This is an optimization exercise on Yosys and OpenROAD, whose aim is a short achievable clock period and few clock cycles, not a production implementation.
The RTL was checked by simulation tests, not by an equivalence proof against the original design.

==> job 6900: inputs <==
Design integrate, start of the top module:
module integrate(
input clock,reset,enter,
input [7:0] in1,
input prog_we,
input [4:0] prog_addr,
input [7:0] prog_data,
input [4:0] dbg_addr,
output [7:0] dbg_data,
output halt,
output in_req,
output [7:0] out1
);
localparam W = 4;
localparam JAL = 1;           
localparam NS = 2 * W - 1;    
reg [255:0] ram;
reg [5*(NS+1)-1:0] pcs;       
reg [31:0] poh;               
reg [8*W-1:0] ir;
reg [32*W-1:0] oh;            
reg [7:0] avalue;
function [31:0] dec;
  input [4:0] a;
  begin
    dec = 32'd0;
    dec[a] = 1'b1;
  end
endfunction
function [31:0] rot;
  input [31:0] x;
  input integer n;
  rot = (x << n) | (x >> (32 - n));
endfunction
function [7:0] rdoh;
  input [255:0] m;
  input [31:0] s;
  integer b;
  begin
    rdoh = 8'd0;
    for (b = 0; b < 32; b = b + 1)
      rdoh = rdoh | (m[8*b +: 8] & {8{s[b]}});
  end
endfunction
function [7:0] padd;
  input [7:0] x, y;
  input cin;
  reg [7:0] g, p, g1, p1, g2, p2, g3;
  begin
    g = x & y;
    p = x ^ y;
    g[0] = g[0] | (p[0] & cin);
    g1 = g | ({p[7:1], 1'b0} & {g[6:0], 1'b0});
    p1 = p & {p[6:0], 1'b1};
    g2 = g1 | ({p1[7:2], 2'b0} & {g1[5:0], 2'b0});
    p2 = p1 & {p1[5:0], 2'b11};
    g3 = g2 | ({p2[7:4], 4'b0} & {g2[3:0], 4'b0});
    padd = p ^ {g3[6:0], cin};
  end
endfunction
function [7:0] add3;
  input [7:0] x, y, z;
  input c0, c1;
  ...
make LEC_CHECK=0 ABC_CLOCK_PERIOD_IN_PS=2500 CAP_MARGIN=20 CORE_MARGIN=2 CORE_UTILIZATION=40 PLACE_DENSITY=0.6 SETUP_SLACK_MARGIN=3.0 SLEW_MARGIN=20 TNS_END_PERCENT=100 finish   # period 6.5 ns
run.sh (not shown) runs the stock make flow with config.mk's settings and CLKGATE_MAP_FILE= SYNTH_SCRIPT=/design/flow/synth_recipe.tcl, a recipe that flattens the netlist after the stock synthesis.
==> job 8014: changes against job 6900 <==
==> flow/design.v (replaced) <==
module integrate(
input clock,reset,enter,
input [7:0] in1,
input prog_we,
input [4:0] prog_addr,
input [7:0] prog_data,
input [4:0] dbg_addr,
output [7:0] dbg_data,
output halt,
output in_req,
output [7:0] out1
);
localparam W = 3;
localparam NS = 2 * W - 1;    
reg [255:0] ram;
reg [5*(NS+1)-1:0] pcs;       
reg [8*W-1:0] ir;
reg [7:0] avalue;
function [7:0] rd;
  input [255:0] m;
  input [4:0] a;
  rd = m[a*8 +: 8];
endfunction
function [7:0] padd;
  input [7:0] x, y;
  input cin;
  reg [7:0] g, p, g1, p1, g2, p2, g3;
  begin
    g = x & y;
    p = x ^ y;
    g[0] = g[0] | (p[0] & cin);
    g1 = g | ({p[7:1], 1'b0} & {g[6:0], 1'b0});
    p1 = p & {p[6:0], 1'b1};
    g2 = g1 | ({p1[7:2], 2'b0} & {g1[5:0], 2'b0});
    p2 = p1 & {p1[5:0], 2'b11};
    g3 = g2 | ({p2[7:4], 4'b0} & {g2[3:0], 4'b0});
    padd = p ^ {g3[6:0], cin};
  end
endfunction
function [7:0] add3;
  input [7:0] x, y, z;
  input c0, c1;
  reg [7:0] s, c;
  begin
    s = x ^ y ^ z;
    c = {(x[6:0] & y[6:0]) | (x[6:0] & z[6:0]) | (y[6:0] & z[6:0]), c0};
    add3 = padd(s, c, c1);
  end
endfunction
wire [2:0] op [0:W-1];
wire [4:0] ad [0:W-1];
wire [7:0] val [0:W-1];
genvar gj;
generate for (gj = 0; gj < W; gj = gj + 1) begin : slot
  assign op[gj] = ir[8*gj+5 +: 3];
  assign ad[gj] = ir[8*gj +: 5];
  assign val[gj] = (op[gj] == 3'b100) ? in1 : rd(ram, ad[gj]);
end endgenerate
wire az = (avalue == 8'd0);
wire ap = ~avalue[7];
reg [W-1:0] reach, exec, tk, isalu, isldin, isaddsub, isst, isj;
reg [W:0] len;                
reg ireq, alu_seen, in_seen, hit, tgt_found, tgt_hit;
reg [4:0] tgt;
reg [7:0] anew, base, tx, ty;
reg [7:0] rl [1:W];
reg [8*NS-1:0] sq;            
reg [8*W-1:0] tw;             
reg [8*W-1:0] irn;
reg [4:0] q, xa;
reg [7:0] w8;
reg ldin_seen;
integer j, k, i;
always @(*) begin
  for (j = 0; j < W; j = j + 1) begin
    isalu[j] = op[j] == 3'b000 || op[j] == 3'b010 || op[j] == 3'b011 || op[j] == 3'b100;
    isldin[j] = op[j] == 3'b000 || op[j] == 3'b100;
    isaddsub[j] = op[j] == 3'b010 || op[j] == 3'b011;
    isst[j] = op[j] == 3'b001;
    isj[j] = op[j] == 3'b101 || op[j] == 3'b110;
    tk[j] = (op[j] == 3'b101 && az) || (op[j] == 3'b110 && ap);
  end
  alu_seen = 1'b0;
  in_seen = 1'b0;
  ireq = 1'b0;
  for (j = 0; j < W; j = j + 1) begin
    hit = 1'b0;
    for (k = 0; k < j; k = k + 1)
      if (isst[k] && (ad[k] == pcs[5*j +: 5] ||
          ((op[j] == 3'b000 || isaddsub[j]) && ad[k] == ad[j])))
        hit = 1'b1;
    if (j == 0)
      reach[j] = op[j] != 3'b111;
    else
      reach[j] = exec[j-1] && !tk[j-1] && op[j] != 3'b111 && !hit &&
                 !(alu_seen && (isst[j] || isj[j])) &&
                 !(in_seen && op[j] == 3'b100) &&
                 !(j >= 2 && isaddsub[j] && isalu[j-1] && isalu[j-2] && !isldin[j-1]);
    exec[j] = reach[j] && (op[j] != 3'b100 || enter);
    if (reach[j] && op[j] == 3'b100) ireq = 1'b1;
    if (isalu[j]) alu_seen = 1'b1;
    if (op[j] == 3'b100) in_seen = 1'b1;
  end
  len = 0;
  len[0] = !exec[0];
  for (j = 1; j < W; j = j + 1)
    len[j] = exec[j-1] && !exec[j];
  len[W] = exec[W-1];
  ldin_seen = 1'b0;
  for (j = 1; j <= W; j = j + 1) begin
    if (isldin[j-1]) ldin_seen = 1'b1;
    base = ldin_seen ? 8'd0 : avalue;
    ty = isalu[j-1] ? (val[j-1] ^ {8{op[j-1] == 3'b011}}) : 8'd0;
    if (j >= 2) begin
      tx = (isalu[j-2] && !isldin[j-1]) ? (val[j-2] ^ {8{op[j-2] == 3'b011}}) : 8'd0;
      rl[j] = add3(base, tx, ty, isalu[j-2] && !isldin[j-1] && op[j-2] == 3'b011,
                   isalu[j-1] && op[j-1] == 3'b011);
    end else
      rl[j] = padd(base, ty, isalu[j-1] && op[j-1] == 3'b011);
  end
  anew = avalue;
  for (j = 1; j <= W; j = j + 1)
    if (len[j]) anew = rl[j];
  tgt_found = 1'b0;
  tgt = 5'd0;
  tgt_hit = 1'b0;
  for (j = W - 1; j >= 0; j = j - 1)
    if (tk[j]) begin
      tgt = ad[j];
    end
  for (j = 0; j < W; j = j + 1)
    if (exec[j] && tk[j]) tgt_hit = 1'b1;
  for (i = 0; i < NS; i = i + 1) begin
    xa = pcs[5*(i+1) +: 5];
    w8 = rd(ram, xa);
    for (k = 0; k < W; k = k + 1)
      if (exec[k] && isst[k] && ad[k] == xa) w8 = avalue;
    sq[8*i +: 8] = w8;
  end
  for (i = 0; i < W; i = i + 1) begin
    xa = tgt + i[4:0];
    w8 = rd(ram, xa);
    for (k = 0; k < W; k = k + 1)
      if (exec[k] && isst[k] && ad[k] == xa) w8 = avalue;
    tw[8*i +: 8] = w8;
  end
  irn = ir;
  q = pcs[4:0];
  for (j = 1; j <= W; j = j + 1)
    if (len[j]) begin
      irn = sq[8*(j-1) +: 8*W];
      q = pcs[5*j +: 5];
    end
  if (tgt_hit) begin
    irn = tw;
    q = tgt;
  end
end
always @(posedge clock) begin
  for (i = 0; i < 32; i = i + 1) begin
    if (prog_we && prog_addr == i)
      ram[8*i +: 8] <= prog_data;
    else if (reset)
      for (k = 0; k < W; k = k + 1)
        if (exec[k] && isst[k] && ad[k] == i) ram[8*i +: 8] <= avalue;
  end
end
always @(posedge clock) begin
  for (i = 0; i < W; i = i + 1) begin
    if (!reset)
      ir[8*i +: 8] <= (prog_we && prog_addr == i) ? prog_data : ram[8*i +: 8];
    else
      ir[8*i +: 8] <= irn[8*i +: 8];
  end
end
always @(posedge clock or negedge reset) begin
  if (reset == 0) begin
    for (k = 0; k <= NS; k = k + 1) pcs[5*k +: 5] <= k;
    avalue <= 0;
  end else begin
    for (k = 0; k <= NS; k = k + 1) pcs[5*k +: 5] <= q + k;
    avalue <= anew;
  end
end
assign halt = reset & (op[0] == 3'b111);
assign in_req = reset & ireq;
assign out1 = avalue;
assign dbg_data = rd(ram, dbg_addr);
endmodule
==> flow_summary_export.csv <==
group,metric,value,unit
synthesis,synth.area.mux_share,0.498,
grt,grt-ovfl-total,0,
synthesis,synth_edf_count,280,
synthesis,synth_area_leaders,"mux4_2 36%, edfxtp_1 20%, mux2_2 7.1%",
synthesis,synth_top_area_cell,"mux4_2",
synthesis,synth_cell_types,100,
place,routabilityCongestion,1.07,
grt,grtUsageMet3,0.190,
status,outcome,"finished clean",
grt,grt_pass1_vias,39581,
clocking,h-tree-depth,2,
# the run above: job 8014

==> flow_summary_export.csv <==
group,metric,value,unit
grt,grtUsageMet3,0.827,
grt,grt-ovfl-total,1657,
synthesis,synth_top_area_cell,"a22oi_1",
synthesis,synth_area_leaders,"a22oi_1 21%, edfxtp_1 13%, clkbuf_1 5.8%",
status,error,"[ERROR GRT-0116] Global routing finished with congestion. Check the congestion regions in the DRC Viewer.",
synthesis,synth_edf_count,416,
status,outcome,"stopped before the end",
place,routabilityCongestion,1.30,
status,haltStage,"global routing",
# the run above: job 6900

Testbench counts of job 6900, summed over its fixed seeds: cycles 6,803.
Testbench counts of job 8014, summed over its fixed seeds: cycles 8,680.

==> what the ideal ports hide <==
In the flow no input, the clock included, has a driving cell. The finished layout below was timed again as built, in two steps.
Step 1 sets driving cells, clkbuf_16 on the clock port and buf_2 on the other inputs (assumed; they add their load-dependent delay and slew).
Step 2 moves the port delays by t, midway between the first and last clock arrival at a register: inputs arrive t later, outputs are due t later. That takes back most of the time a late clock gives input paths.
Slacks: ideal / step 1 / step 2; pairs: ideal / step 1.
run: job 8014
t (ns): 0.660
slack for setup (ns): 1.566 / 1.566 / 1.566
cell pins on the clock port's net: 1
After both steps job 8014 still meets setup and hold. The setup slack of job 8014 moves by 0.000 ns with the drivers and by 0.000 ns with both steps.
